From an optimization exercise on the open Yosys and OpenROAD flow, aimed at small area; shortcuts taken in it are not production practice.
The RTL was checked by simulation tests, not by an equivalence proof against the original design.

File: design/flow/flow/run.sh
#!/bin/bash
# Layout: the standard ORFS flow (standard.sh), with two changes to how
# the layout is built: the clock tree uses sink clusters of up to 18
# flip-flops and no dummy loads, and the port buffers are the smallest
# buffer cell.  Every tool's output stays in orfs/logs; make's own output
# goes to flow_make.log in this folder.
set -euo pipefail
export CTS_ARGS="-sink_clustering_enable -repair_clock_nets -sink_clustering_size 18 -sink_clustering_max_diameter 50 -buf_list {sky130_fd_sc_hd__clkbuf_8} -dont_use_dummy_load"
export BUFFER_PORTS_ARGS="-buffer_cell sky130_fd_sc_hd__buf_1"
bash standard.sh > flow_make.log 2>&1
File: design/flow/design.v
module prbs(
            clk,
            rst,
            enable,
            valid,
            bit_out_r,
            bit_out_i
            );
    parameter SEED = 9'h1AA;
    parameter [8:0] MASK_I = 9'b111010101;
    output bit_out_r;
    output bit_out_i;
    input rst;
    input clk;
    input enable;
    input valid;
    reg [8:0] buffer;
    always @(posedge clk or negedge rst) begin
        if (!rst)
            buffer <= SEED;
        else if (enable & valid)
            buffer <= {buffer[0] ^ buffer[4], buffer[8:1]};
    end
    assign bit_out_r = buffer[0];
    assign bit_out_i = ^(buffer & MASK_I);
endmodule
module tx(
          clk,
          rst,
          enable,
          cs,
          started,
          tx_in,
          tx_out
          );
    input clk;
    input rst;
    input enable;
    input [1:0] cs;
    input started;
    input tx_in;
    output [7:0] tx_out;
    reg       pb;        
    reg [5:0] w;         
    always @(posedge clk or negedge rst) begin
        if (!rst) begin
            pb <= 1'b0;
            w <= 6'd0;
        end
        else if (enable) begin
            if (cs == 2'd3)
                pb <= tx_in;
            if (cs == 2'd0)
                w <= {w[4:0], pb};
        end
    end
    wire [1:0] c = cs - 2'd1;
    wire [1:0] s24 = w[2] + w[4];
    wire [1:0] s15 = w[1] + w[5];
    wire [1:0] s23 = w[2] + w[3];
    wire [1:0] s14 = w[1] + w[4];
    wire [1:0] s05 = w[0] + w[5];
    wire [6:0] g0, g2, go;
    tx_fe0 u_f0 (.w3 (w[3]), .s24 (s24), .s15 (s15), .f (g0));
    tx_fe2 u_f2 (.s23 (s23), .s14 (s14), .s05 (s05), .f (g2));
    tx_fo u_fo (.a (c[1] ? w[2] : w[3]), .b (c[1] ? w[3] : w[2]),
                .d (c[1] ? w[1] : w[4]), .e (c[1] ? w[5] : w[0]), .f (go));
    wire [7:0] sum = {c[0] ? go : (c[1] ? g2 : g0), c[0]};
    assign tx_out = started ? sum : 8'd0;
endmodule
module tx_fo(a, b, d, e, f);
    input a;
    input b;
    input d;
    input e;
    output reg [6:0] f;
    always @* begin
        case ({a, b, d, e})
            4'd0: f = 7'h62;
            4'd1: f = 7'h60;
            4'd2: f = 7'h57;
            4'd3: f = 7'h55;
            4'd4: f = 7'h6c;
            4'd5: f = 7'h6a;
            4'd6: f = 7'h61;
            4'd7: f = 7'h5f;
            4'd8: f = 7'h20;
            4'd9: f = 7'h1e;
            4'd10: f = 7'h15;
            4'd11: f = 7'h13;
            4'd12: f = 7'h2a;
            4'd13: f = 7'h28;
            4'd14: f = 7'h1f;
            4'd15: f = 7'h1d;
            default: f = 7'h00;
        endcase
    end
endmodule
module tx_fe0(w3, s24, s15, f);
    input w3;
    input [1:0] s24;
    input [1:0] s15;
    output reg [6:0] f;
    always @* begin
        case ({w3, s24, s15})
            5'd0: f = 7'h61;
            5'd1: f = 7'h63;
            5'd2: f = 7'h65;
            5'd4: f = 7'h5a;
            5'd5: f = 7'h5c;
            5'd6: f = 7'h5e;
            5'd8: f = 7'h53;
            5'd9: f = 7'h55;
            5'd10: f = 7'h57;
            5'd16: f = 7'h29;
            5'd17: f = 7'h2b;
            5'd18: f = 7'h2d;
            5'd20: f = 7'h22;
            5'd21: f = 7'h24;
            5'd22: f = 7'h26;
            5'd24: f = 7'h1b;
            5'd25: f = 7'h1d;
            5'd26: f = 7'h1f;
            default: f = 7'h00;
        endcase
    end
endmodule
module tx_fe2(s23, s14, s05, f);
    input [1:0] s23;
    input [1:0] s14;
    input [1:0] s05;
    output reg [6:0] f;
    always @* begin
        case ({s23, s14, s05})
            6'd0: f = 7'h61;
            6'd1: f = 7'h60;
            6'd2: f = 7'h5f;
            6'd4: f = 7'h5c;
            6'd5: f = 7'h5b;
            6'd6: f = 7'h5a;
            6'd8: f = 7'h57;
            6'd9: f = 7'h56;
            6'd10: f = 7'h55;
            6'd16: f = 7'h06;
            6'd17: f = 7'h05;
            6'd18: f = 7'h04;
            6'd20: f = 7'h01;
            6'd21: f = 7'h00;
            6'd22: f = 7'h7f;
            6'd24: f = 7'h7c;
            6'd25: f = 7'h7b;
            6'd26: f = 7'h7a;
            6'd32: f = 7'h2b;
            6'd33: f = 7'h2a;
            6'd34: f = 7'h29;
            6'd36: f = 7'h26;
            6'd37: f = 7'h25;
            6'd38: f = 7'h24;
            6'd40: f = 7'h21;
            6'd41: f = 7'h20;
            6'd42: f = 7'h1f;
            default: f = 7'h00;
        endcase
    end
endmodule
module rx(
          clk,
          rst,
          enable,
          rx_in,
          sample,
          rx_out,
          rx_bit_out
          );
    input clk;
    input rst;
    input enable;
    input signed [7:0] rx_in;
    input sample;        
    output reg [7:0] rx_out;
    output reg rx_bit_out;
    reg [8*24-1:0] xl;
    wire [7:0] u0 = {~xl[7], xl[6:0]};
    wire [7:0] u1 = {~xl[15], xl[14:8]};
    wire [7:0] u2 = {~xl[23], xl[22:16]};
    wire [7:0] u3 = {~xl[31], xl[30:24]};
    wire [7:0] u4 = {~xl[39], xl[38:32]};
    wire [7:0] u5 = {~xl[47], xl[46:40]};
    wire [7:0] u6 = {~xl[55], xl[54:48]};
    wire [7:0] u7 = {~xl[63], xl[62:56]};
    wire [7:0] u8 = {~xl[71], xl[70:64]};
    wire [7:0] u9 = {~xl[79], xl[78:72]};
    wire [7:0] u10 = {~xl[87], xl[86:80]};
    wire [7:0] u11 = {~xl[95], xl[94:88]};
    wire [7:0] u12 = {~xl[103], xl[102:96]};
    wire [7:0] u13 = {~xl[111], xl[110:104]};
    wire [7:0] u14 = {~xl[119], xl[118:112]};
    wire [7:0] u15 = {~xl[127], xl[126:120]};
    wire [7:0] u16 = {~xl[135], xl[134:128]};
    wire [7:0] u17 = {~xl[143], xl[142:136]};
    wire [7:0] u18 = {~xl[151], xl[150:144]};
    wire [7:0] u19 = {~xl[159], xl[158:152]};
    wire [7:0] u20 = {~xl[167], xl[166:160]};
    wire [7:0] u21 = {~xl[175], xl[174:168]};
    wire [7:0] u22 = {~xl[183], xl[182:176]};
    wire [7:0] u23 = {~xl[191], xl[190:184]};
    wire [8:0] p6;
    wire [7:0] p6_c;
    rx_ha u_p6_0 (.a(u6[0]), .b(u18[0]), .s(p6[0]), .co(p6_c[0]));
    rx_fa u_p6_1 (.a(u6[1]), .b(u18[1]), .c(p6_c[0]), .s(p6[1]), .co(p6_c[1]));
    rx_fa u_p6_2 (.a(u6[2]), .b(u18[2]), .c(p6_c[1]), .s(p6[2]), .co(p6_c[2]));
    rx_fa u_p6_3 (.a(u6[3]), .b(u18[3]), .c(p6_c[2]), .s(p6[3]), .co(p6_c[3]));
    rx_fa u_p6_4 (.a(u6[4]), .b(u18[4]), .c(p6_c[3]), .s(p6[4]), .co(p6_c[4]));
    rx_fa u_p6_5 (.a(u6[5]), .b(u18[5]), .c(p6_c[4]), .s(p6[5]), .co(p6_c[5]));
    rx_fa u_p6_6 (.a(u6[6]), .b(u18[6]), .c(p6_c[5]), .s(p6[6]), .co(p6_c[6]));
    rx_fa u_p6_7 (.a(u6[7]), .b(u18[7]), .c(p6_c[6]), .s(p6[7]), .co(p6_c[7]));
    assign p6[8] = p6_c[7];
    wire [8:0] p7;
    wire [7:0] p7_c;
    rx_ha u_p7_0 (.a(u7[0]), .b(u17[0]), .s(p7[0]), .co(p7_c[0]));
    rx_fa u_p7_1 (.a(u7[1]), .b(u17[1]), .c(p7_c[0]), .s(p7[1]), .co(p7_c[1]));
    rx_fa u_p7_2 (.a(u7[2]), .b(u17[2]), .c(p7_c[1]), .s(p7[2]), .co(p7_c[2]));
    rx_fa u_p7_3 (.a(u7[3]), .b(u17[3]), .c(p7_c[2]), .s(p7[3]), .co(p7_c[3]));
    rx_fa u_p7_4 (.a(u7[4]), .b(u17[4]), .c(p7_c[3]), .s(p7[4]), .co(p7_c[4]));
    rx_fa u_p7_5 (.a(u7[5]), .b(u17[5]), .c(p7_c[4]), .s(p7[5]), .co(p7_c[5]));
    rx_fa u_p7_6 (.a(u7[6]), .b(u17[6]), .c(p7_c[5]), .s(p7[6]), .co(p7_c[6]));
    rx_fa u_p7_7 (.a(u7[7]), .b(u17[7]), .c(p7_c[6]), .s(p7[7]), .co(p7_c[7]));
    assign p7[8] = p7_c[7];
    wire [8:0] p8;
    wire [7:0] p8_c;
    rx_ha u_p8_0 (.a(u8[0]), .b(u16[0]), .s(p8[0]), .co(p8_c[0]));
    rx_fa u_p8_1 (.a(u8[1]), .b(u16[1]), .c(p8_c[0]), .s(p8[1]), .co(p8_c[1]));
    rx_fa u_p8_2 (.a(u8[2]), .b(u16[2]), .c(p8_c[1]), .s(p8[2]), .co(p8_c[2]));
    rx_fa u_p8_3 (.a(u8[3]), .b(u16[3]), .c(p8_c[2]), .s(p8[3]), .co(p8_c[3]));
    rx_fa u_p8_4 (.a(u8[4]), .b(u16[4]), .c(p8_c[3]), .s(p8[4]), .co(p8_c[4]));
    rx_fa u_p8_5 (.a(u8[5]), .b(u16[5]), .c(p8_c[4]), .s(p8[5]), .co(p8_c[5]));
    rx_fa u_p8_6 (.a(u8[6]), .b(u16[6]), .c(p8_c[5]), .s(p8[6]), .co(p8_c[6]));
    rx_fa u_p8_7 (.a(u8[7]), .b(u16[7]), .c(p8_c[6]), .s(p8[7]), .co(p8_c[7]));
    assign p8[8] = p8_c[7];
    wire [8:0] p9;
    wire [7:0] p9_c;
    rx_ha u_p9_0 (.a(u9[0]), .b(u15[0]), .s(p9[0]), .co(p9_c[0]));
    rx_fa u_p9_1 (.a(u9[1]), .b(u15[1]), .c(p9_c[0]), .s(p9[1]), .co(p9_c[1]));
    rx_fa u_p9_2 (.a(u9[2]), .b(u15[2]), .c(p9_c[1]), .s(p9[2]), .co(p9_c[2]));
    rx_fa u_p9_3 (.a(u9[3]), .b(u15[3]), .c(p9_c[2]), .s(p9[3]), .co(p9_c[3]));
    rx_fa u_p9_4 (.a(u9[4]), .b(u15[4]), .c(p9_c[3]), .s(p9[4]), .co(p9_c[4]));
    rx_fa u_p9_5 (.a(u9[5]), .b(u15[5]), .c(p9_c[4]), .s(p9[5]), .co(p9_c[5]));
    rx_fa u_p9_6 (.a(u9[6]), .b(u15[6]), .c(p9_c[5]), .s(p9[6]), .co(p9_c[6]));
    rx_fa u_p9_7 (.a(u9[7]), .b(u15[7]), .c(p9_c[6]), .s(p9[7]), .co(p9_c[7]));
    assign p9[8] = p9_c[7];
    wire [8:0] p10;
    wire [7:0] p10_c;
    rx_ha u_p10_0 (.a(u10[0]), .b(u14[0]), .s(p10[0]), .co(p10_c[0]));
    rx_fa u_p10_1 (.a(u10[1]), .b(u14[1]), .c(p10_c[0]), .s(p10[1]), .co(p10_c[1]));
    rx_fa u_p10_2 (.a(u10[2]), .b(u14[2]), .c(p10_c[1]), .s(p10[2]), .co(p10_c[2]));
    rx_fa u_p10_3 (.a(u10[3]), .b(u14[3]), .c(p10_c[2]), .s(p10[3]), .co(p10_c[3]));
    rx_fa u_p10_4 (.a(u10[4]), .b(u14[4]), .c(p10_c[3]), .s(p10[4]), .co(p10_c[4]));
    rx_fa u_p10_5 (.a(u10[5]), .b(u14[5]), .c(p10_c[4]), .s(p10[5]), .co(p10_c[5]));
    rx_fa u_p10_6 (.a(u10[6]), .b(u14[6]), .c(p10_c[5]), .s(p10[6]), .co(p10_c[6]));
    rx_fa u_p10_7 (.a(u10[7]), .b(u14[7]), .c(p10_c[6]), .s(p10[7]), .co(p10_c[7]));
    assign p10[8] = p10_c[7];
    wire [8:0] p11;
    wire [7:0] p11_c;
    rx_ha u_p11_0 (.a(u11[0]), .b(u13[0]), .s(p11[0]), .co(p11_c[0]));
    rx_fa u_p11_1 (.a(u11[1]), .b(u13[1]), .c(p11_c[0]), .s(p11[1]), .co(p11_c[1]));
    rx_fa u_p11_2 (.a(u11[2]), .b(u13[2]), .c(p11_c[1]), .s(p11[2]), .co(p11_c[2]));
    rx_fa u_p11_3 (.a(u11[3]), .b(u13[3]), .c(p11_c[2]), .s(p11[3]), .co(p11_c[3]));
    rx_fa u_p11_4 (.a(u11[4]), .b(u13[4]), .c(p11_c[3]), .s(p11[4]), .co(p11_c[4]));
    rx_fa u_p11_5 (.a(u11[5]), .b(u13[5]), .c(p11_c[4]), .s(p11[5]), .co(p11_c[5]));
    rx_fa u_p11_6 (.a(u11[6]), .b(u13[6]), .c(p11_c[5]), .s(p11[6]), .co(p11_c[6]));
    rx_fa u_p11_7 (.a(u11[7]), .b(u13[7]), .c(p11_c[6]), .s(p11[7]), .co(p11_c[7]));
    assign p11[8] = p11_c[7];
    wire s1, c2;
    rx_fa u_s1 (.a(1'b1), .b(~u22[0]), .c(~u2[0]), .s(s1), .co(c2));
    wire s3, c4;
    rx_fa u_s3 (.a(p10[0]), .b(p7[0]), .c(p8[0]), .s(s3), .co(c4));
    wire s5, c6;
    rx_fa u_s5 (.a(~p6[0]), .b(s1), .c(s3), .s(s5), .co(c6));
    wire s7, c8;
    rx_fa u_s7 (.a(u20[0]), .b(u4[0]), .c(~u1[0]), .s(s7), .co(c8));
    wire s9, c10;
    rx_fa u_s9 (.a(~u22[1]), .b(~u23[0]), .c(~u2[1]), .s(s9), .co(c10));
    wire s11, c12;
    rx_fa u_s11 (.a(p9[0]), .b(~p11[0]), .c(c2), .s(s11), .co(c12));
    wire s13, c14;
    rx_fa u_s13 (.a(s7), .b(s9), .c(p10[1]), .s(s13), .co(c14));
    wire s15, c16;
    rx_fa u_s15 (.a(p7[1]), .b(p8[1]), .c(c4), .s(s15), .co(c16));
    wire s17, c18;
    rx_fa u_s17 (.a(~p6[1]), .b(s11), .c(s13), .s(s17), .co(c18));
    wire s19, c20;
    rx_fa u_s19 (.a(c6), .b(s15), .c(s17), .s(s19), .co(c20));
    wire s21, c22;
    rx_fa u_s21 (.a(1'b1), .b(u20[1]), .c(u4[1]), .s(s21), .co(c22));
    wire s23, c24;
    rx_fa u_s23 (.a(~u1[1]), .b(~u22[2]), .c(~u23[1]), .s(s23), .co(c24));
    wire s25, c26;
    rx_fa u_s25 (.a(~u2[2]), .b(p10[0]), .c(p7[0]), .s(s25), .co(c26));
    wire s27, c28;
    rx_fa u_s27 (.a(~p6[0]), .b(c10), .c(c8), .s(s27), .co(c28));
    wire s29, c30;
    rx_fa u_s29 (.a(s21), .b(s23), .c(p9[1]), .s(s29), .co(c30));
    wire s31, c32;
    rx_fa u_s31 (.a(~p11[1]), .b(s25), .c(c12), .s(s31), .co(c32));
    wire s33, c34;
    rx_fa u_s33 (.a(s27), .b(p10[2]), .c(p7[2]), .s(s33), .co(c34));
    wire s35, c36;
    rx_fa u_s35 (.a(p8[2]), .b(c14), .c(~p6[2]), .s(s35), .co(c36));
    wire s37, c38;
    rx_fa u_s37 (.a(c16), .b(s29), .c(s31), .s(s37), .co(c38));
    wire s39, c40;
    rx_fa u_s39 (.a(s33), .b(c18), .c(s35), .s(s39), .co(c40));
    wire s41, c42;
    rx_fa u_s41 (.a(s37), .b(c20), .c(s39), .s(s41), .co(c42));
    wire s43, c44;
    rx_fa u_s43 (.a(u12[0]), .b(u20[2]), .c(u4[2]), .s(s43), .co(c44));
    wire s45, c46;
    rx_fa u_s45 (.a(~u1[2]), .b(~u22[3]), .c(~u23[2]), .s(s45), .co(c46));
    wire s47, c48;
    rx_fa u_s47 (.a(~u2[3]), .b(p9[0]), .c(~p8[0]), .s(s47), .co(c48));
    wire s49, c50;
    rx_fa u_s49 (.a(c22), .b(c24), .c(s43), .s(s49), .co(c50));
    wire s51, c52;
    rx_fa u_s51 (.a(s45), .b(p10[1]), .c(p7[1]), .s(s51), .co(c52));
    wire s53, c54;
    rx_fa u_s53 (.a(c26), .b(~p6[1]), .c(s47), .s(s53), .co(c54));
    wire s55, c56;
    rx_fa u_s55 (.a(c28), .b(s49), .c(p9[2]), .s(s55), .co(c56));
    wire s57, c58;
    rx_fa u_s57 (.a(c30), .b(~p11[2]), .c(s51), .s(s57), .co(c58));
    wire s59, c60;
    rx_fa u_s59 (.a(s53), .b(c32), .c(p10[3]), .s(s59), .co(c60));
    wire s61, c62;
    rx_fa u_s61 (.a(p7[3]), .b(p8[3]), .c(c34), .s(s61), .co(c62));
    wire s63, c64;
    rx_fa u_s63 (.a(~p6[3]), .b(c36), .c(s55), .s(s63), .co(c64));
    wire s65, c66;
    rx_fa u_s65 (.a(s57), .b(c38), .c(s59), .s(s65), .co(c66));
    wire s67, c68;
    rx_fa u_s67 (.a(s61), .b(c40), .c(s63), .s(s67), .co(c68));
    wire s69, c70;
    rx_fa u_s69 (.a(s65), .b(c42), .c(s67), .s(s69), .co(c70));
    wire s71, c72;
    rx_fa u_s71 (.a(u12[1]), .b(u20[3]), .c(u4[3]), .s(s71), .co(c72));
    wire s73, c74;
    rx_fa u_s73 (.a(~u1[3]), .b(~u22[4]), .c(~u23[3]), .s(s73), .co(c74));
    wire s75, c76;
    rx_fa u_s75 (.a(~u2[4]), .b(~p7[0]), .c(c44), .s(s75), .co(c76));
    wire s77, c78;
    rx_fa u_s77 (.a(c46), .b(s71), .c(s73), .s(s77), .co(c78));
    wire s79, c80;
    rx_fa u_s79 (.a(p9[1]), .b(~p8[1]), .c(c48), .s(s79), .co(c80));
    wire s81, c82;
    rx_fa u_s81 (.a(c50), .b(s75), .c(s77), .s(s81), .co(c82));
    wire s83, c84;
    rx_fa u_s83 (.a(p10[2]), .b(p7[2]), .c(c52), .s(s83), .co(c84));
    wire s85, c86;
    rx_fa u_s85 (.a(~p6[2]), .b(c54), .c(s79), .s(s85), .co(c86));
    wire s87, c88;
    rx_fa u_s87 (.a(p9[3]), .b(c56), .c(s81), .s(s87), .co(c88));
    wire s89, c90;
    rx_fa u_s89 (.a(~p11[3]), .b(c58), .c(s83), .s(s89), .co(c90));
    wire s91, c92;
    rx_fa u_s91 (.a(s85), .b(p10[4]), .c(p7[4]), .s(s91), .co(c92));
    wire s93, c94;
    rx_fa u_s93 (.a(p8[4]), .b(~p6[4]), .c(c60), .s(s93), .co(c94));
    wire s95, c96;
    rx_fa u_s95 (.a(c62), .b(c64), .c(s87), .s(s95), .co(c96));
    wire s97, c98;
    rx_fa u_s97 (.a(s89), .b(s91), .c(c66), .s(s97), .co(c98));
    wire s99, c100;
    rx_fa u_s99 (.a(s93), .b(s95), .c(c68), .s(s99), .co(c100));
    wire s101, c102;
    rx_fa u_s101 (.a(s97), .b(c70), .c(s99), .s(s101), .co(c102));
    wire s103, c104;
    rx_fa u_s103 (.a(1'b1), .b(u12[2]), .c(u20[4]), .s(s103), .co(c104));
    wire s105, c106;
    rx_fa u_s105 (.a(u4[4]), .b(~u1[4]), .c(~u22[5]), .s(s105), .co(c106));
    wire s107, c108;
    rx_fa u_s107 (.a(~u23[4]), .b(~u2[5]), .c(p10[0]), .s(s107), .co(c108));
    wire s109, c110;
    rx_fa u_s109 (.a(c72), .b(c74), .c(s103), .s(s109), .co(c110));
    wire s111, c112;
    rx_fa u_s111 (.a(s105), .b(~p7[1]), .c(s107), .s(s111), .co(c112));
    wire s113, c114;
    rx_fa u_s113 (.a(c76), .b(c78), .c(s109), .s(s113), .co(c114));
    wire s115, c116;
    rx_fa u_s115 (.a(p9[2]), .b(~p8[2]), .c(c80), .s(s115), .co(c116));
    wire s117, c118;
    rx_fa u_s117 (.a(s111), .b(c82), .c(p10[3]), .s(s117), .co(c118));
    wire s119, c120;
    rx_fa u_s119 (.a(p7[3]), .b(s113), .c(~p6[3]), .s(s119), .co(c120));
    wire s121, c122;
    rx_fa u_s121 (.a(c84), .b(s115), .c(c86), .s(s121), .co(c122));
    wire s123, c124;
    rx_fa u_s123 (.a(p9[4]), .b(~p11[4]), .c(c88), .s(s123), .co(c124));
    wire s125, c126;
    rx_fa u_s125 (.a(s117), .b(s119), .c(c90), .s(s125), .co(c126));
    wire s127, c128;
    rx_fa u_s127 (.a(s121), .b(p10[5]), .c(p7[5]), .s(s127), .co(c128));
    wire s129, c130;
    rx_fa u_s129 (.a(p8[5]), .b(~p6[5]), .c(c92), .s(s129), .co(c130));
    wire s131, c132;
    rx_fa u_s131 (.a(c94), .b(c96), .c(s123), .s(s131), .co(c132));
    wire s133, c134;
    rx_fa u_s133 (.a(s125), .b(s127), .c(s129), .s(s133), .co(c134));
    wire s135, c136;
    rx_fa u_s135 (.a(c98), .b(s131), .c(c100), .s(s135), .co(c136));
    wire s137, c138;
    rx_fa u_s137 (.a(s133), .b(c102), .c(s135), .s(s137), .co(c138));
    wire s139, c140;
    rx_fa u_s139 (.a(u12[0]), .b(u12[3]), .c(u20[5]), .s(s139), .co(c140));
    wire s141, c142;
    rx_fa u_s141 (.a(u4[5]), .b(~u1[5]), .c(~u22[6]), .s(s141), .co(c142));
    wire s143, c144;
    rx_fa u_s143 (.a(~u23[5]), .b(~u2[6]), .c(p11[0]), .s(s143), .co(c144));
    wire s145, c146;
    rx_fa u_s145 (.a(c104), .b(c106), .c(s139), .s(s145), .co(c146));
    wire s147, c148;
    rx_fa u_s147 (.a(s141), .b(p10[1]), .c(c108), .s(s147), .co(c148));
    wire s149, c150;
    rx_fa u_s149 (.a(s143), .b(c110), .c(s145), .s(s149), .co(c150));
    wire s151, c152;
    rx_fa u_s151 (.a(~p7[2]), .b(c112), .c(s147), .s(s151), .co(c152));
    wire s153, c154;
    rx_fa u_s153 (.a(c114), .b(p9[3]), .c(s149), .s(s153), .co(c154));
    wire s155, c156;
    rx_fa u_s155 (.a(~p8[3]), .b(c116), .c(s151), .s(s155), .co(c156));
    wire s157, c158;
    rx_fa u_s157 (.a(p10[4]), .b(p7[4]), .c(~p6[4]), .s(s157), .co(c158));
    wire s159, c160;
    rx_fa u_s159 (.a(c118), .b(c120), .c(s153), .s(s159), .co(c160));
    wire s161, c162;
    rx_fa u_s161 (.a(c122), .b(s155), .c(p9[5]), .s(s161), .co(c162));
    wire s163, c164;
    rx_fa u_s163 (.a(~p11[5]), .b(s157), .c(c124), .s(s163), .co(c164));
    wire s165, c166;
    rx_fa u_s165 (.a(s159), .b(c126), .c(p10[6]), .s(s165), .co(c166));
    wire s167, c168;
    rx_fa u_s167 (.a(p7[6]), .b(p8[6]), .c(c128), .s(s167), .co(c168));
    wire s169, c170;
    rx_fa u_s169 (.a(~p6[6]), .b(s161), .c(c130), .s(s169), .co(c170));
    wire s171, c172;
    rx_fa u_s171 (.a(c132), .b(s163), .c(s165), .s(s171), .co(c172));
    wire s173, c174;
    rx_fa u_s173 (.a(s167), .b(c134), .c(s169), .s(s173), .co(c174));
    wire s175, c176;
    rx_fa u_s175 (.a(c136), .b(s171), .c(s173), .s(s175), .co(c176));
    wire s177, c178;
    rx_fa u_s177 (.a(u12[1]), .b(u12[4]), .c(u20[6]), .s(s177), .co(c178));
    wire s179, c180;
    rx_fa u_s179 (.a(u4[6]), .b(~u1[6]), .c(~u22[7]), .s(s179), .co(c180));
    wire s181, c182;
    rx_fa u_s181 (.a(~u23[6]), .b(~u2[7]), .c(c140), .s(s181), .co(c182));
    wire s183, c184;
    rx_fa u_s183 (.a(c142), .b(s177), .c(s179), .s(s183), .co(c184));
    wire s185, c186;
    rx_fa u_s185 (.a(p11[1]), .b(c144), .c(c146), .s(s185), .co(c186));
    wire s187, c188;
    rx_fa u_s187 (.a(s181), .b(s183), .c(p10[2]), .s(s187), .co(c188));
    wire s189, c190;
    rx_fa u_s189 (.a(c148), .b(c150), .c(s185), .s(s189), .co(c190));
    wire s191, c192;
    rx_fa u_s191 (.a(~p7[3]), .b(s187), .c(c152), .s(s191), .co(c192));
    wire s193, c194;
    rx_fa u_s193 (.a(p9[4]), .b(s189), .c(~p8[4]), .s(s193), .co(c194));
    wire s195, c196;
    rx_fa u_s195 (.a(c154), .b(c156), .c(s191), .s(s195), .co(c196));
    wire s197, c198;
    rx_fa u_s197 (.a(p10[5]), .b(p7[5]), .c(~p6[5]), .s(s197), .co(c198));
    wire s199, c200;
    rx_fa u_s199 (.a(c158), .b(s193), .c(c160), .s(s199), .co(c200));
    wire s201, c202;
    rx_fa u_s201 (.a(s195), .b(p9[6]), .c(c162), .s(s201), .co(c202));
    wire s203, c204;
    rx_fa u_s203 (.a(~p11[6]), .b(s197), .c(c164), .s(s203), .co(c204));
    wire s205, c206;
    rx_fa u_s205 (.a(s199), .b(p10[7]), .c(p7[7]), .s(s205), .co(c206));
    wire s207, c208;
    rx_fa u_s207 (.a(p8[7]), .b(~p6[7]), .c(c166), .s(s207), .co(c208));
    wire s209, c210;
    rx_fa u_s209 (.a(c168), .b(s201), .c(c170), .s(s209), .co(c210));
    wire s211, c212;
    rx_fa u_s211 (.a(s203), .b(s205), .c(c172), .s(s211), .co(c212));
    wire s213, c214;
    rx_fa u_s213 (.a(s207), .b(c174), .c(s209), .s(s213), .co(c214));
    wire s215, c216;
    rx_fa u_s215 (.a(s211), .b(c176), .c(s213), .s(s215), .co(c216));
    wire s217, c218;
    rx_fa u_s217 (.a(1'b1), .b(u12[2]), .c(u12[5]), .s(s217), .co(c218));
    wire s219, c220;
    rx_fa u_s219 (.a(u20[7]), .b(u4[7]), .c(~u1[7]), .s(s219), .co(c220));
    wire s221, c222;
    rx_fa u_s221 (.a(~u23[7]), .b(c178), .c(c180), .s(s221), .co(c222));
    wire s223, c224;
    rx_fa u_s223 (.a(s217), .b(s219), .c(c182), .s(s223), .co(c224));
    wire s225, c226;
    rx_fa u_s225 (.a(c184), .b(s221), .c(p11[2]), .s(s225), .co(c226));
    wire s227, c228;
    rx_fa u_s227 (.a(c186), .b(s223), .c(p10[3]), .s(s227), .co(c228));
    wire s229, c230;
    rx_fa u_s229 (.a(c188), .b(s225), .c(c190), .s(s229), .co(c230));
    wire s231, c232;
    rx_fa u_s231 (.a(~p7[4]), .b(s227), .c(c192), .s(s231), .co(c232));
    wire s233, c234;
    rx_fa u_s233 (.a(p9[5]), .b(~p8[5]), .c(c194), .s(s233), .co(c234));
    wire s235, c236;
    rx_fa u_s235 (.a(s229), .b(c196), .c(s231), .s(s235), .co(c236));
    wire s237, c238;
    rx_fa u_s237 (.a(p10[6]), .b(p7[6]), .c(~p6[6]), .s(s237), .co(c238));
    wire s239, c240;
    rx_fa u_s239 (.a(c198), .b(s233), .c(c200), .s(s239), .co(c240));
    wire s241, c242;
    rx_fa u_s241 (.a(p9[7]), .b(s235), .c(~p11[7]), .s(s241), .co(c242));
    wire s243, c244;
    rx_fa u_s243 (.a(c202), .b(s237), .c(c204), .s(s243), .co(c244));
    wire s245, c246;
    rx_fa u_s245 (.a(s239), .b(p10[8]), .c(p7[8]), .s(s245), .co(c246));
    wire s247, c248;
    rx_fa u_s247 (.a(p8[8]), .b(~p6[8]), .c(c206), .s(s247), .co(c248));
    wire s249, c250;
    rx_fa u_s249 (.a(c208), .b(s241), .c(c210), .s(s249), .co(c250));
    wire s251, c252;
    rx_fa u_s251 (.a(s243), .b(s245), .c(s247), .s(s251), .co(c252));
    wire s253, c254;
    rx_fa u_s253 (.a(c212), .b(c214), .c(s249), .s(s253), .co(c254));
    wire s255, c256;
    rx_fa u_s255 (.a(s251), .b(c216), .c(s253), .s(s255), .co(c256));
    wire s257, c258;
    rx_fa u_s257 (.a(1'b1), .b(u12[3]), .c(u12[6]), .s(s257), .co(c258));
    wire s259, c260;
    rx_fa u_s259 (.a(c218), .b(c220), .c(s257), .s(s259), .co(c260));
    wire s261, c262;
    rx_fa u_s261 (.a(c222), .b(s259), .c(c224), .s(s261), .co(c262));
    wire s263, c264;
    rx_fa u_s263 (.a(p11[3]), .b(c226), .c(s261), .s(s263), .co(c264));
    wire s265, c266;
    rx_fa u_s265 (.a(p10[4]), .b(c228), .c(~p7[5]), .s(s265), .co(c266));
    wire s267, c268;
    rx_fa u_s267 (.a(c230), .b(s263), .c(c232), .s(s267), .co(c268));
    wire s269, c270;
    rx_fa u_s269 (.a(p9[6]), .b(~p8[6]), .c(s265), .s(s269), .co(c270));
    wire s271, c272;
    rx_fa u_s271 (.a(c234), .b(c236), .c(p10[7]), .s(s271), .co(c272));
    wire s273, c274;
    rx_fa u_s273 (.a(p7[7]), .b(s267), .c(~p6[7]), .s(s273), .co(c274));
    wire s275, c276;
    rx_fa u_s275 (.a(c238), .b(s269), .c(c240), .s(s275), .co(c276));
    wire s277, c278;
    rx_fa u_s277 (.a(p9[8]), .b(~p11[8]), .c(c242), .s(s277), .co(c278));
    wire s279, c280;
    rx_fa u_s279 (.a(s271), .b(s273), .c(c244), .s(s279), .co(c280));
    wire s281, c282;
    rx_fa u_s281 (.a(s275), .b(c246), .c(c248), .s(s281), .co(c282));
    wire s283, c284;
    rx_fa u_s283 (.a(s277), .b(c250), .c(s279), .s(s283), .co(c284));
    wire s285, c286;
    rx_fa u_s285 (.a(c252), .b(s281), .c(c254), .s(s285), .co(c286));
    wire s287, c288;
    rx_fa u_s287 (.a(s283), .b(c256), .c(s285), .s(s287), .co(c288));
    wire s289, c290;
    rx_fa u_s289 (.a(u12[4]), .b(u12[7]), .c(c258), .s(s289), .co(c290));
    wire s291, c292;
    rx_fa u_s291 (.a(c260), .b(s289), .c(c262), .s(s291), .co(c292));
    wire s293, c294;
    rx_fa u_s293 (.a(p11[4]), .b(p10[5]), .c(s291), .s(s293), .co(c294));
    wire s295, c296;
    rx_fa u_s295 (.a(c264), .b(~p7[6]), .c(c266), .s(s295), .co(c296));
    wire s297, c298;
    rx_fa u_s297 (.a(s293), .b(c268), .c(p9[7]), .s(s297), .co(c298));
    wire s299, c300;
    rx_fa u_s299 (.a(~p8[7]), .b(c270), .c(s295), .s(s299), .co(c300));
    wire s301, c302;
    rx_fa u_s301 (.a(p10[8]), .b(p7[8]), .c(~p6[8]), .s(s301), .co(c302));
    wire s303, c304;
    rx_fa u_s303 (.a(c272), .b(c274), .c(s297), .s(s303), .co(c304));
    wire s305, c306;
    rx_fa u_s305 (.a(c276), .b(s299), .c(c278), .s(s305), .co(c306));
    wire s307, c308;
    rx_fa u_s307 (.a(s301), .b(s303), .c(c280), .s(s307), .co(c308));
    wire s309, c310;
    rx_fa u_s309 (.a(c282), .b(s305), .c(c284), .s(s309), .co(c310));
    wire s311, c312;
    rx_fa u_s311 (.a(s307), .b(c286), .c(s309), .s(s311), .co(c312));
    wire s313, c314;
    rx_fa u_s313 (.a(u12[5]), .b(c290), .c(c292), .s(s313), .co(c314));
    wire s315, c316;
    rx_fa u_s315 (.a(p11[5]), .b(p10[6]), .c(c294), .s(s315), .co(c316));
    wire s317, c318;
    rx_fa u_s317 (.a(s313), .b(~p7[7]), .c(c296), .s(s317), .co(c318));
    wire s319, c320;
    rx_fa u_s319 (.a(s315), .b(p9[8]), .c(~p8[8]), .s(s319), .co(c320));
    wire s321, c322;
    rx_fa u_s321 (.a(c298), .b(c300), .c(s317), .s(s321), .co(c322));
    wire s323, c324;
    rx_fa u_s323 (.a(c302), .b(c304), .c(s319), .s(s323), .co(c324));
    wire s325, c326;
    rx_fa u_s325 (.a(s321), .b(c306), .c(s323), .s(s325), .co(c326));
    wire s327, c328;
    rx_fa u_s327 (.a(c308), .b(s325), .c(c310), .s(s327), .co(c328));
    wire s329, c330;
    rx_fa u_s329 (.a(u12[6]), .b(c314), .c(p11[6]), .s(s329), .co(c330));
    wire s331, c332;
    rx_fa u_s331 (.a(p10[7]), .b(c316), .c(s329), .s(s331), .co(c332));
    wire s333, c334;
    rx_fa u_s333 (.a(~p7[8]), .b(c318), .c(s331), .s(s333), .co(c334));
    wire s335, c336;
    rx_fa u_s335 (.a(c320), .b(c322), .c(s333), .s(s335), .co(c336));
    wire s337, c338;
    rx_fa u_s337 (.a(c324), .b(s335), .c(c326), .s(s337), .co(c338));
    wire s339, c340;
    rx_fa u_s339 (.a(u12[7]), .b(p11[7]), .c(c330), .s(s339), .co(c340));
    wire s341, c342;
    rx_fa u_s341 (.a(p10[8]), .b(c332), .c(s339), .s(s341), .co(c342));
    wire s343, c344;
    rx_fa u_s343 (.a(s341), .b(c334), .c(c336), .s(s343), .co(c344));
    wire s345, c346;
    rx_fa u_s345 (.a(1'b1), .b(p11[8]), .c(c340), .s(s345), .co(c346));
    wire s347, c348;
    rx_fa u_s347 (.a(c342), .b(s345), .c(c344), .s(s347), .co(c348));
    wire [15:0] ra = {c346, s347, c338, c328, c312, c288, s287, s255, s215, c138, s137, s101, s69, s41, s19, s5};
    wire [15:0] rb = {c348, 1'b0, s343, s337, s327, s311, 1'b0, 1'b0, 1'b0, s175, 1'b0, 1'b0, 1'b0, 1'b0, 1'b0, 1'b0};
    wire [15:0] s = ra + rb;
    wire sat = (s[15:14] != {2{s[15]}});
    wire [7:0] sat_out = sat ? (s[15] ? 8'h80 : 8'h7f) : s[14:7];
    always @(posedge clk or negedge rst) begin
        if (!rst) begin
            xl <= {8*24{1'b0}};
            rx_out <= 8'd0;
            rx_bit_out <= 1'b0;
        end
        else if (enable) begin
            xl <= {xl[8*23-1:0], rx_in};
            rx_out <= sat_out;
            if (sample)
                rx_bit_out <= ~s[15];
        end
    end
endmodule
module rx_fa(a, b, c, s, co);
    input a, b, c;
    output s, co;
    assign s = a ^ b ^ c;
    assign co = (a & b) | (a & c) | (b & c);
endmodule
module rx_ha(a, b, s, co);
    input a, b;
    output s, co;
    assign s = a ^ b;
    assign co = a & b;
endmodule
module ber(
           clk,
           rst,
           enable,
           valid,
           t,
           sx_r,
           dx_r,
           sx_i,
           dx_i,
           error_count_r,
           error_count_i,
           bit_count
           );
    parameter SEQ_LEN = 1022;
    parameter R = 32;                   
    localparam AW = $clog2(SEQ_LEN);    
    localparam RB = $clog2(R);          
    localparam CB = RB - 2;             
    localparam NC = 1 << CB;
    localparam NG = 1 << (AW - CB - RB);
    localparam NR = NG * NC;            
    input clk;
    input rst;
    input enable;
    input valid;
    input [RB-1:0] t;       
    input sx_r;
    input dx_r;
    input sx_i;
    input dx_i;
    output [63:0] error_count_r;
    output [63:0] error_count_i;
    output [63:0] bit_count;
    reg [AW-1:0] shift;
    reg [AW-1:0] wl;
    reg adapt;
    wire step = enable & valid;
    localparam integer NAD = SEQ_LEN * (SEQ_LEN + 1) + 1;
    localparam [AW-1:0] WL0 = (1 << AW) - (NAD % (1 << AW));
    reg [63-AW:0] bc_hi;
    wire [63-AW:0] bc_hi_inc;
    ber_inc #(.W (64 - AW)) inc_bc (.q (bc_hi), .inc (step & ~adapt & (&wl)), .d (bc_hi_inc));
    assign bit_count = {bc_hi, adapt ? {AW{1'b0}} : wl};
    wire [AW-1:0] counter = wl - WL0 - (SEQ_LEN + 1) * shift;
    wire counter_full = (counter == SEQ_LEN);
    wire end_adapt = (shift == SEQ_LEN);
    wire adapt_next = adapt & ~end_adapt;
    wire [AW-1:0] shift_next = shift + (adapt & counter_full);
    wire [AW-1:0] wl_next = wl + 1'b1;
    always @(posedge clk or negedge rst) begin
        if (!rst)
            bc_hi <= {64-AW{1'b0}};
        else
            bc_hi <= bc_hi_inc;
    end
    always @(posedge clk or negedge rst) begin
        if (!rst) begin
            shift <= {AW{1'b0}};
            wl <= WL0;
            adapt <= 1'b1;
        end
        else if (step) begin
            wl <= wl_next;
            if (adapt) begin
                if (counter_full)
                    shift <= shift + 1'b1;
                if (end_adapt)
                    adapt <= 1'b0;
            end
        end
    end
    wire [AW-CB-1:0] blk0 = wl[AW-1:CB];
    wire [AW-CB-1:0] blk1 = wl[AW-1:CB] - 1'b1;
    wire pass0 = (blk0[RB-1:0] == ~t);
    wire pass1 = (blk1[RB-1:0] == ~t);
    wire [NR-1:0] we;
    genvar gg, cc_;
    generate
        for (gg = 0; gg < NG; gg = gg + 1) begin : g_we_g
            for (cc_ = 0; cc_ < NC; cc_ = cc_ + 1) begin : g_we_c
                wire older = (cc_ > wl[CB-1:0]);
                assign we[gg*NC + cc_] = older ? (pass1 & (blk1[AW-CB-1:RB] == gg))
                                               : (pass0 & (blk0[AW-CB-1:RB] == gg));
            end
        end
    endgenerate
    ber_lane #(.SEQ_LEN(SEQ_LEN), .R(R)) lane_r (
        .clk (clk), .rst (rst), .step (step), .t (t), .adapt (adapt),
        .shift (shift), .counter_full (counter_full), .end_adapt (end_adapt),
        .wl_next (wl_next), .adapt_next (adapt_next), .shift_next (shift_next),
        .wl (wl), .we (we), .sx (sx_r), .dx (dx_r), .error_count (error_count_r));
    ber_lane #(.SEQ_LEN(SEQ_LEN), .R(R)) lane_i (
        .clk (clk), .rst (rst), .step (step), .t (t), .adapt (adapt),
        .shift (shift), .counter_full (counter_full), .end_adapt (end_adapt),
        .wl_next (wl_next), .adapt_next (adapt_next), .shift_next (shift_next),
        .wl (wl), .we (we), .sx (sx_i), .dx (dx_i), .error_count (error_count_i));
endmodule
module ber_lane(
                clk,
                rst,
                step,
                t,
                adapt,
                shift,
                counter_full,
                end_adapt,
                wl_next,
                adapt_next,
                shift_next,
                wl,
                we,
                sx,
                dx,
                error_count
                );
    parameter SEQ_LEN = 1022;
    parameter R = 32;
    localparam AW = $clog2(SEQ_LEN);
    localparam RB = $clog2(R);
    localparam CB = RB - 2;
    localparam NC = 1 << CB;
    localparam NG = 1 << (AW - CB - RB);
    localparam NR = NG * NC;
    input clk;
    input rst;
    input step;
    input [RB-1:0] t;
    input adapt;
    input [AW-1:0] shift;
    input counter_full;
    input end_adapt;
    input [AW-1:0] wl_next;
    input adapt_next;
    input [AW-1:0] shift_next;
    input [AW-1:0] wl;
    input [NR-1:0] we;
    input sx;
    input dx;
    output reg [63:0] error_count;
    reg [R*NR-1:0] q;
    reg [NC-1:0] wd_n;      
    reg wd_c0;
    wire [NC-1:0] wd;
    reg rd;
    reg [AW-1:0] min_error_count;
    reg [AW-1:0] min_shift;
    integer i;
    always @(posedge clk) begin
        for (i = 0; i < NR; i = i + 1)
            q[R*i +: R] <= {q[R*i +: R-1], we[i] ? wd[i % NC] : q[R*i+R-1]};
    end
    wire [AW-1:0] s = adapt ? shift : min_shift;
    wire [AW-1:0] s_next = adapt_next ? shift_next : min_shift;
    reg [AW-1:0] a;
    always @(posedge clk) begin
        if (step)
            a <= wl_next - s_next;
    end
    wire [CB-1:0] ac = a[CB-1:0];
    wire [RB-1:0] am = a[CB+RB-1:CB];
    wire [AW-CB-RB-1:0] ag = a[AW-1:CB+RB];
    wire [RB-1:0] pos = am + t;                
    wire rpass = (pos[1:0] == 2'b11);          
    localparam NP = R / 4;
    wire [NR*NP-1:0] rq;
    genvar k, j;
    generate
        for (k = 0; k < NR; k = k + 1) begin : g_rq
            for (j = 0; j < NP; j = j + 1) begin : g_rqj
                assign rq[k*NP + j] = q[R*k + 4*j + 3];
            end
        end
    endgenerate
    wire rq_sel;
    ber_sel #(.N (NR*NP)) sel_rq (.d (rq), .s ({ag, ac, pos[RB-1:2]}), .y (rq_sel));
    always @(posedge clk) begin
        if (rpass)
            rd <= rq_sel;
    end
    wire bit_d = (s < NC) ? wd[wl[CB-1:0] - s[CB-1:0]] : (rpass ? rq_sel : rd);
    wire e = bit_d ^ dx;
    wire [AW-1:0] ec_lo = error_count[AW-1:0];
    wire clr = step & adapt & (counter_full | end_adapt);
    wire inc = step & e & ~(adapt & counter_full);
    wire [63:0] ec_inc;
    ber_inc #(.W (64)) inc_ec (.q (error_count), .inc (inc), .d (ec_inc));
    always @(posedge clk or negedge rst) begin
        if (!rst)
            error_count <= 64'd0;
        else begin
            error_count[AW-1:0] <= clr ? {AW{1'b0}} : ec_inc[AW-1:0];
            error_count[63:AW] <= ec_inc[63:AW];
        end
    end
    wire [AW-1:0] wn = wl + 1'b1;
    localparam integer NAD = SEQ_LEN * (SEQ_LEN + 1) + 1;
    localparam integer C0 = ((1 << AW) - (NAD % (1 << AW))) % NC;
    genvar g;
    generate
        for (g = 0; g < NC; g = g + 1) begin : g_wd
            if (g == C0) begin : g_r
                assign wd[g] = wd_c0;
            end
            else begin : g_n
                assign wd[g] = wd_n[g];
            end
        end
    endgenerate
    always @(posedge clk or negedge rst) begin
        if (!rst) begin
            wd_c0 <= 1'b0;
            min_error_count <= {AW{1'b1}};
        end
        else if (step) begin
            if (wn[CB-1:0] == C0)
                wd_c0 <= sx;
            if (adapt & counter_full & (ec_lo < min_error_count))
                min_error_count <= ec_lo;
        end
    end
    always @(posedge clk) begin
        if (step) begin
            for (i = 0; i < NC; i = i + 1)
                if (i != C0 && wn[CB-1:0] == i)
                    wd_n[i] <= sx;
            if (adapt & counter_full & (ec_lo < min_error_count))
                min_shift <= shift;
        end
    end
endmodule
module ber_inc(q, inc, d);
    parameter W = 64;
    localparam NB = (W + 7) / 8;
    input [W-1:0] q;
    input inc;
    output [W-1:0] d;
    wire [8*NB-1:0] qx = {{8*NB-W{1'b0}}, q};
    wire [8*NB-1:0] dx;
    wire [NB-1:0] all1;      
    wire [NB:0] below;       
    wire [8*NB:0] c;
    assign below[0] = 1'b1;
    genvar b, i;
    generate
        for (b = 0; b < NB; b = b + 1) begin : g_blk
            assign all1[b] = &qx[8*b +: 8];
            assign below[b+1] = below[b] & all1[b];
            assign c[8*b] = inc & below[b];
            for (i = 0; i < 8; i = i + 1) begin : g_bit
                assign dx[8*b+i] = qx[8*b+i] ^ c[8*b+i];
                if (i < 7) begin : g_c
                    assign c[8*b+i+1] = c[8*b+i] & qx[8*b+i];
                end
            end
        end
    endgenerate
    assign d = dx[W-1:0];
endmodule
module ber_sel(d, s, y);
    parameter N = 256;
    localparam SB = $clog2(N);
    input [N-1:0] d;
    input [SB-1:0] s;
    output y;
    generate
        if (N == 4) begin : g_leaf4
            ber_mux4 m (.d (d), .s (s), .y (y));
        end
        else if (N == 2) begin : g_leaf2
            assign y = s[0] ? d[1] : d[0];
        end
        else begin : g_node
            wire [3:0] part;
            genvar i;
            for (i = 0; i < 4; i = i + 1) begin : g_part
                ber_sel #(.N (N / 4)) sub (.d (d[i*(N/4) +: N/4]), .s (s[SB-3:0]), .y (part[i]));
            end
            ber_mux4 m (.d (part), .s (s[SB-1:SB-2]), .y (y));
        end
    endgenerate
endmodule
module ber_mux4(d, s, y);
    input [3:0] d;
    input [1:0] s;
    output y;
    assign y = s[1] ? (s[0] ? d[3] : d[2]) : (s[0] ? d[1] : d[0]);
endmodule
module dsp(
           rst,
           clk,
           i_enable_tx,
           i_enable_rx,
           i_enable_ber,
           i_phase,
           o_error_count_r,
           o_error_count_i,
           o_bit_count_r,
           o_bit_count_i,
           o_tx,
           o_rx,
           o_led
           );
    input rst;
    input clk;
    input i_enable_tx;
    input i_enable_rx;
    input i_enable_ber;
    input [1:0] i_phase;
    output [63:0] o_error_count_r;
    output [63:0] o_error_count_i;
    output [63:0] o_bit_count_r;
    output [63:0] o_bit_count_i;
    output [15:0] o_tx;
    output [15:0] o_rx;
    output [3:0] o_led;
    wire prbs_out_r;
    wire [7:0] tx_out_r;
    wire [7:0] rx_out_r;
    wire rx_bit_out_r;
    wire prbs_out_i;
    wire [7:0] tx_out_i;
    wire [7:0] rx_out_i;
    wire rx_bit_out_i;
    wire [63:0] bit_count;
    reg [4:0] clk_counter;      
    reg [1:0] phase;
    reg ber_rst;
    reg enable_tx;
    reg enable_rx;
    reg [1:0] tx_cs;        
    reg tx_started;         
    reg [1:0] rx_cc;        
    wire valid = (clk_counter[1:0] == 2'd1);
    assign o_led[0] = enable_tx;
    assign o_led[1] = enable_rx;
    assign o_led[2] = 1'b0;
    assign o_led[3] = ~((|o_error_count_r) | (|o_error_count_i));
    assign o_tx = {tx_out_r, tx_out_i};
    assign o_rx = {rx_out_r, rx_out_i};
    assign o_bit_count_r = bit_count;
    assign o_bit_count_i = bit_count;
    always @(posedge clk or negedge rst) begin
        if (!rst) begin
            clk_counter <= 5'd0;
            phase <= 2'd0;
            ber_rst <= 1'b0;
            enable_tx <= 1'b0;
            enable_rx <= 1'b0;
            tx_cs <= 2'd0;
            tx_started <= 1'b0;
            rx_cc <= 2'd0;
        end
        else begin
            clk_counter <= clk_counter + 5'd1;
            phase <= i_phase;
            enable_tx <= i_enable_tx;
            enable_rx <= i_enable_rx;
            ber_rst <= !((i_phase != phase) || (!enable_rx && i_enable_rx));
            if (enable_tx) begin
                tx_cs <= tx_cs + 2'd1;
                tx_started <= 1'b1;
            end
            if (enable_rx)
                rx_cc <= rx_cc + 2'd1;
        end
    end
    prbs #(.SEED (9'h1AA), .MASK_I (9'b111010101)) prbs0 (
        .clk (clk), .rst (rst), .enable (enable_tx), .valid (valid),
        .bit_out_r (prbs_out_r), .bit_out_i (prbs_out_i));
    tx tx_r (
        .clk (clk), .rst (rst), .enable (enable_tx), .cs (tx_cs), .started (tx_started), .tx_in (prbs_out_r),
        .tx_out (tx_out_r));
    tx tx_i (
        .clk (clk), .rst (rst), .enable (enable_tx), .cs (tx_cs), .started (tx_started), .tx_in (prbs_out_i),
        .tx_out (tx_out_i));
    rx rx_r (
        .clk (clk), .rst (rst), .enable (enable_rx), .rx_in (tx_out_r),
        .sample (rx_cc == phase), .rx_out (rx_out_r), .rx_bit_out (rx_bit_out_r));
    rx rx_i (
        .clk (clk), .rst (rst), .enable (enable_rx), .rx_in (tx_out_i),
        .sample (rx_cc == phase), .rx_out (rx_out_i), .rx_bit_out (rx_bit_out_i));
    ber ber0 (
        .clk (clk), .rst (ber_rst), .enable (i_enable_ber), .valid (valid),
        .t (clk_counter),
        .sx_r (prbs_out_r), .dx_r (rx_bit_out_r),
        .sx_i (prbs_out_i), .dx_i (rx_bit_out_i),
        .error_count_r (o_error_count_r), .error_count_i (o_error_count_i),
        .bit_count (bit_count));
endmodule
File: design/flow/constraint.sdc
create_clock -name core_clock -period 8.0 [get_ports {clk}]
set_input_delay 1.6000 -clock core_clock [delete_from_list [all_inputs] [get_ports {clk}]]
set_output_delay 1.6000 -clock core_clock [all_outputs]
set_load 0.01 [all_outputs]
File: design/flow/config.mk
export PLATFORM = sky130hd
export DESIGN_NAME = dsp
export DESIGN_NICKNAME = dsp
export VERILOG_FILES = /design/flow/design.v
export SDC_FILE = /design/flow/constraint.sdc
export NUM_CORES = 4
export LEC_CHECK = 0
export CAP_MARGIN = 20
export CORE_MARGIN = 2
export CORE_UTILIZATION = 75
export SLEW_MARGIN = 20
export SYNTH_HIERARCHICAL = 1
File: design/flow/standard.sh
#!/bin/bash
# synth_recipe.tcl (not shown) runs the flow's synth.tcl, then flattens the netlist and writes it again
# the make line also repeats each setting of config.mk as NAME=value (left out here)
make -C /OpenROAD-flow-scripts/flow DESIGN_CONFIG=/design/flow/config.mk WORK_HOME=/design/flow/orfs CLKGATE_MAP_FILE= SYNTH_SCRIPT=/design/flow/synth_recipe.tcl "${@:-finish}"
==> reports/metrics.cfg, run 1 <==
[grt]
grt_first_pass_wirelength_mm=272
grt_antenna_before_repair=7
grt_max_degree=241
grt_pass1_vias=47553
grt.total_usage_pct=29.1
overflow=0

[route]
drtAntennaViolNets=0
drc=0
via_per_inst=5.76
num_vias=44872
first_iter_violations=3047
firstDrtPassIters=5
wirelength_mm=174
wl_per_cell_um=22.3

[critical_path]
start_kind=register
worstPathRequired_ps=8760
cp-startpoint=rx_i.xl[64]
r2r-end=rx_i.rx_bit_out
r2r_start=rx_i.xl[64]
path_common_cell=fa_1
critPathCapture=rx_i.rx_bit_out
r2r_cells=19
path_class=register to register
r2r_setup_slack_ps=230
cpPeakStageDelay_ps=620
worstSetupEndpointType=register
crit_arrival_ps=8530
cp_cell_sequence=ha_1 -> fa_1 -> fa_1 -> fa_1 -> fa_1 -> fa_1 -> fa_1 -> fa_1 -> fa_1 -> fa_1 -> fa_1 -> fa_1 -> fa_1 -> ha_1 -> nand4_2 -> nor3_4 -> nor3_1 -> or2_1 -> mux2_2
critPathMaxFanout=6
crit_slowest_cell=fa_1

[timing]
fin_crit_sh_pct=97.1
hold_violations=0
setup_viol=0
max_freq_mhz=129
rsz0062_at_grt=yes
tightest_slew_ps=1120
slew_headroom_pct=25.1
slew_violations=0
fin_crit_ps=7770
setup_tns_ps=0
skew_ps=119

[cts]
clock_latency_ps=970
clkSlewWorstSetupHoldPaths_ps=100
root_buffer=clkbuf_8
cts_hold_repair.buffers=0
cts_tree=done
htreeDepth=4
numCtsBuffers=194
cts.sinks=2769
clockBufferDepth=3

[place]
port-buffer-count=297
place_congestion=0.914
dp_hpwl_mm=122

[floorplan]
die_height_um=352
row_count=127
start_util_pct=75.6
io_pins=299
die-area_um2=124000
core_area_um2=120000
dieWidth_um=352

[run_status]
status=complete, no violations

[yosys]
netlist_instances=5824
synth_edf_count=54
syn_area_um2=90700
synthDistinctLibCells=100
synth-async-reset-ratio_pct=24.0
synth_ff_type=dfxtp_1
seq_area_frac_synth_pct=65.4
ys_ff_latch=2769
synth.avg_cell_area_um2=15.6
ys_warn_count=15

[flow_run]
drv_cap=0

[layout]
nFillCells=6325
drive_above_1_share_pct=15.0
final_util_pct=80.1
area_delta_synth_final_pct=5.98
layout.nets=6931

[worst_hold_path]
worstHoldPathType=register to register

## kinds of logic after synthesis
| group | synth area share [%] |
|---|---|
| buffers and inverters | 2.32 |
| flip-flops | 65.4 |
| adder cells (fa/ha/maj) | 13.9 |
| multiplexers | 9.84 |
| AO/OA/AOI/OAI | 3.10 |
| other | 0.0124 |
| AND/OR/NAND/NOR | 4.05 |
| XOR/XNOR | 1.34 |
## synthesized netlist by cell type (54+ instances only)
cell,number,area (µm²)
ha_1,304,3800
mux2_2,402,4530
inv_1,252,946
o21ai_0,127,636
xor2_1,62,543
dfxtp_1,2050,41000
edfxtp_1,54,1620
nor2_1,106,398
xnor2_1,68,596
nand3_1,88,440
nand4_1,72,450
dfrtp_1,630,15800
clkbuf_1,58,218
nand2_1,182,683
mux4_2,174,3920
a21oi_1,57,285
fa_1,440,8810
buf_4,73,548
## sequential cells by signal, summed over array words and instances, names as in the netlist, 5 cells and up
signal,cells
rx_r.xl,192
ber0.lane_r.a,10
rx_i.xl,192
ber0.lane_r.wd_n,7
rx_i.rx_out,8
ber0.lane_i.a,10
ber0.shift,10
tx_r.w,6
ber0.lane_i.q,1024
ber0.lane_r.min_shift,10
ber0.lane_r.min_error_count,10
ber0.lane_i.min_shift,10
tx_i.w,6
prbs0.buffer,9
clk_counter,5
ber0.lane_i.wd_n,7
ber0.lane_r.q,1024
ber0.bc_hi,54
ber0.lane_i.error_count,64
ber0.lane_i.min_error_count,10
rx_r.rx_out,8
ber0.lane_r.error_count,64
ber0.wl,10
## through the flow
stage	worst slack [ps]	cell area [µm²]	instances	hold WS, ps
detailed placement	163	93300	7595	312
CTS	140	96000	7789	252
finish	228	96100	7795	266
floorplan	104	90800	5834	310
global route	-26.8	96100	7793	249
global placement	375	93300	7595	310
## critical path: cells and delay by family (launching register included)
| family | cells | cell delay (ps) |
|---|---|---|
| mux | 1 | 270 |
| fa+ha+maj | 14 | 6030 |
| simple gates | 4 | 920 |
| flops | 1 | 420 |
## modules after synthesis, one instance, submodules excluded, a selection
module	area (µm²)	cells inside
rx	8150	629
ber	4070	396
dsp	1330	150
tx_fe0	150	21
rx_fa	20.0	1
tx_fe2	419	64
tx	573	53
rx_ha	12.5	1
tx_fo	221	30
ber_mux4	22.5	1
## layout by cell type (no fill, tap or decap), types with 40 or more instances in the layout
cell type	Yosys	routed
buf_1	8	296
mux4_2	174	174
nand4_1	72	72
mux2i_1	43	43
ha_1	304	303
o21ai_0	127	127
dfrtp_1	630	628
mux2_2	402	402
nand2_1	182	182
fa_1	440	440
edfxtp_1	54	54
nand3_1	88	88
dfxtp_1	2050	2050
inv_1	252	252
xor2_1	62	59
a21oi_1	57	55
nor2_1	106	106
nor4_1	40	40
clkbuf_8	0	194
xnor2_1	68	64
## routing by layer
layer / GRT usage (%) / part of all wire, %
met1: 40.7 / 43
met2: 47.6 / 49
met3: 4.68 / 5.0
met4: 8.90 / 3.0
met5: 0 / 0
## final cells by class
class,instances,area [µm²],share of cell area [%]
antenna,5,12.5,0.0130
clock buffer,194,2670,2.78
inverter,262,983,1.02
multi-input combinational,2616,29500,30.7
sequential,2769,59400,61.7
tap,1612,2020,2.10
timing repair buffer,337,1580,1.64
## how the worst min path moves through the flow
| stage | slack (ps) | from | end | depth (start not counted) |
|---|---|---|---|---|
| after global routing | 250 | ber0.lane_i.q[673] | ber0.lane_i.q[674] | 0 |
| final | 270 | ber0.lane_i.q[678] | ber0.lane_i.q[679] | 0 |
| after CTS | 250 | ber0.lane_i.q[678] | ber0.lane_i.q[679] | 0 |
| after global placement | 310 | ber0.lane_i.q[668] | ber0.lane_i.q[669] | 0 |
| after floorplan | 310 | ber0.lane_i.q[1000] | ber0.lane_i.q[1001] | 0 |
| after detailed placement | 310 | ber0.lane_i.q[774] | ber0.lane_i.q[775] | 0 |
## timing repair
item	CTS	global route
gates resized for setup	0	12
buffers inserted	0	0
endpoints found under the setup margin	0	14
==> run 2: changes to the inputs <==
--- a/design/flow/config.mk
+++ b/design/flow/config.mk
@@ -8,5 +8,5 @@
 export CAP_MARGIN = 20
 export CORE_MARGIN = 2
-export CORE_UTILIZATION = 75
+export CORE_UTILIZATION = 68
 export SLEW_MARGIN = 20
 export SYNTH_HIERARCHICAL = 1
==> reports/metrics.cfg, run 2 <==
[timing]
fin_crit_sh_pct=95.8  ; -1.3 points
skew_ps=136  ; +17.0 ps
rsz0062_at_grt=no
fin_ws_ps=334  ; +105 ps
setup_viol=0  ; unchanged
whs_ps=257  ; -9.41 ps
hold_violations=0  ; unchanged
max_freq_mhz=130  ; +1.4%
setup_tns_ps=0  ; unchanged
fin_crit_ps=7670  ; -105 ps
slew_headroom_pct=22.7  ; -2.4 points
slew_violations=0  ; unchanged
tightest_slew_ps=1150  ; +25.8 ps

[layout]
final_cell_mix=2050 x dfxtp_1, 628 x dfrtp_1, 440 x fa_1, 402 x mux2_2, 302 x ha_1
final_common_cell=dfxtp_1
multi_input_area_um2=29500  ; about the same
final-instance-count-excl-fill=7954  ; +2.0%
seq_area_um2=59400  ; unchanged
layout.nets=6937  ; +0.087%
drive_above_1_share_pct=15.1  ; +0.066 points
reg_top3=ber0.lane_i.q: 1024 flops, ber0.lane_r.q: 1024 flops
final_util_pct=72.5  ; -7.7 points
final_cell_area_um2=96300  ; +0.22%
area_delta_synth_final_pct=6.22
nFillCells=8650  ; +37%

[critical_path]
path_class=register to register
critPathMaxFanout=8  ; +2
start_kind=register
cpPeakStageDelay_ps=530  ; -90 ps
cp_cell_sequence=ha_1 -> fa_1 -> fa_1 -> fa_1 -> fa_1 -> fa_1 -> fa_1 -> fa_1 -> inv_1 -> fa_1 -> fa_1 -> fa_1 -> fa_1 -> fa_1 -> ha_1 -> a211oi_1 -> o22ai_1 -> or3_4 -> a22oi_2 -> o31ai_1
cp_num_buf_inv=1  ; +1
worstSetupEndpointType=register
path_common_cell=fa_1
worstPathRequired_ps=8690  ; -70 ps
crit_arrival_ps=8350  ; -180 ps
cp_top_family=adder cells
crit_slowest_cell=fa_1

[yosys]
synth-async-reset-ratio_pct=24.0  ; unchanged
ys_ff_latch=2769  ; unchanged
synth_top_cell_area_share_pct=45.2  ; unchanged
syn_area_um2=90700  ; unchanged
synth_ff_type=dfxtp_1
netlist_instances=5824  ; unchanged
ys_warn_count=15  ; unchanged
synth.area.top_cells=dfxtp_1 45%, dfrtp_1 17%, fa_1 9.7%
synthTopCellsByCount=2050 x dfxtp_1, 630 x dfrtp_1, 440 x fa_1, 402 x mux2_2, 304 x ha_1
synthDistinctLibCells=100  ; unchanged
synth_largest_area_cell=dfxtp_1
synth_most_common_cell=dfxtp_1
synth_edf_count=54  ; unchanged
seq_area_frac_synth_pct=65.4  ; unchanged
synth.avg_cell_area_um2=15.6  ; unchanged

[cts]
clockBufferDepth=3  ; unchanged
cts-resized-gates=0  ; unchanged
clock_latency_ps=960  ; about the same
htreeDepth=4  ; unchanged
cts_tree=done
postCtsSetupRepairBufs=0  ; unchanged
cts.sinks=2769  ; unchanged
cts_hold_repair.buffers=0  ; unchanged
clkSlewWorstSetupHoldPaths_ps=100  ; about the same
root_buffer=clkbuf_8
numCtsBuffers=197  ; +1.5%

[floorplan]
core_area_um2=133000  ; +11%
start_util_pct=68.2  ; -7.4 points
die-area_um2=136000  ; +10%
io_pins=299  ; unchanged
dieWidth_um=369  ; +5.0%
row_count=134  ; +5.5%
die_height_um=369  ; +5.0%

[route]
wirelength_mm=163  ; -6.1%
first_iter_violations=2418  ; -21%
drc=0  ; unchanged
drtAntennaViolNets=0  ; unchanged
num_vias=43743  ; -2.5%
wl_per_cell_um=20.5  ; -8.0%
firstDrtPassIters=5  ; unchanged
via_per_inst=5.50  ; -4.5%

[grt]
overflow=0  ; unchanged
grt_max_degree=236  ; -2.1%
grt_first_pass_wirelength_mm=260  ; -4.6%
grt.total_usage_pct=24.8  ; -4.3 points
grt_pass1_vias=45728  ; -3.8%
grt_antenna_before_repair=6  ; -1

[worst_hold_path]
worstHoldPathType=register to register

[place]
place_congestion=0.890  ; -2.5%
dp.cells=7755  ; +2.1%
dpl_cell_area_um2=93500  ; +0.24%
dp_hpwl_mm=115  ; -5.6%
dpl_worst_slack_ps=207  ; +44.2 ps
port-buffer-count=297  ; unchanged

[run_status]
status=complete, no violations

[flow_run]
drv_cap=0  ; unchanged

-- run 2: cell counts after synthesis --
No cell type changed its count.
-- run 2: logic make-up (layout without fill, tap and decap cells) --
kind of cell               after synthesis  in the layout  share of synthesized area [%]
AOI/OAI and AO/OA                      411            411                           3.10
other                                    3             15                         0.0124
adders and majority gates              744            744                           13.9
DFF                                   2769           2769                           65.4
and+or+nand+nor                        691            691                           4.05
xor gates and xnor gates               134            134                           1.34
muxes                                  623            623                           9.84
buffers and inverters                  449            799                           2.32
-- run 2: layer usage --
layer	vias up	GRT usage, %	routed length [µm]
met4	0	7.37	4620
li1	20353	-	-
met5	-	0	0
met3	287	5.01	8490
met1	22153	35.8	74400
met2	950	38.4	75500
-- run 2: Yosys stat by module (local to each module, per instance), a selection --
| module | area, µm² | cells | flops+latches | copies in the design |
|---|---|---|---|---|
| ber_mux4 | 22.5 | 1 | 0 | 170 |
| tx_fo | 221 | 30 | 0 | 2 |
| rx_fa | 20.0 | 1 | 0 | 432 |
| rx | 8150 | 629 | 201 | 2 |
| dsp | 1330 | 150 | 15 | 1 |
| rx_ha | 12.5 | 1 | 0 | 12 |
| tx_fe2 | 419 | 64 | 0 | 2 |
| ber | 4070 | 396 | 75 | 1 |
| tx_fe0 | 150 | 21 | 0 | 2 |
| tx | 573 | 53 | 7 | 2 |
-- run 2: layout make-up --
type / instances / area share (%)
diodes: 2 / 0.00519
clock buffers: 197 / 2.81
inverters: 262 / 1.02
multi-input cells: 2616 / 30.6
flip-flops and latches: 2769 / 61.6
well taps: 1768 / 2.30
repair buffers: 340 / 1.64
-- run 2: worst paths after layout --
check / from / end / slack (ps) / depth (start not counted)
setup / recovery: rx_i.xl[48] / rx_i.rx_out[0] / 330 / 20
hold / removal: ber0.lane_i.q[1002] / ber0.lane_i.q[1003] / 260 / 0
setup reg to reg: rx_i.xl[48] / rx_i.rx_out[0] / 330 / 20
hold reg to reg: ber0.lane_i.q[1002] / ber0.lane_i.q[1003] / 260 / 0
max in group asynchronous: rst / enable_rx / 5640 / 2
min in group asynchronous: ber_rst / ber0.lane_r.error_count[37] / 290 / 0

[separate check: timing with driven ports]
In the flow no input, the clock included, has a driving cell. The finished layouts below were timed again as built, in two steps. Step 1, drivers: a clkbuf_16 drives clk and a buf_2 each remaining input, both assumed. Step 2 times the ports against the registers' clock, not the clock port: input delays grow and output delays shrink by t, the midpoint of the rising clock arrivals with the driver on. Three values: no drivers, after step 1, after step 2; two values: the first two.
| run | t, ns | setup slack, ns | worst slew at a driven data input, ns |
|---|---|---|---|
| run 1 | 0.986 | 0.228 / 0.228 / 0.228 | 0.05 |
| run 2 | 0.965 | 0.334 / 0.334 / 0.334 | 0.05 |
After both steps every run listed still meets setup and hold.
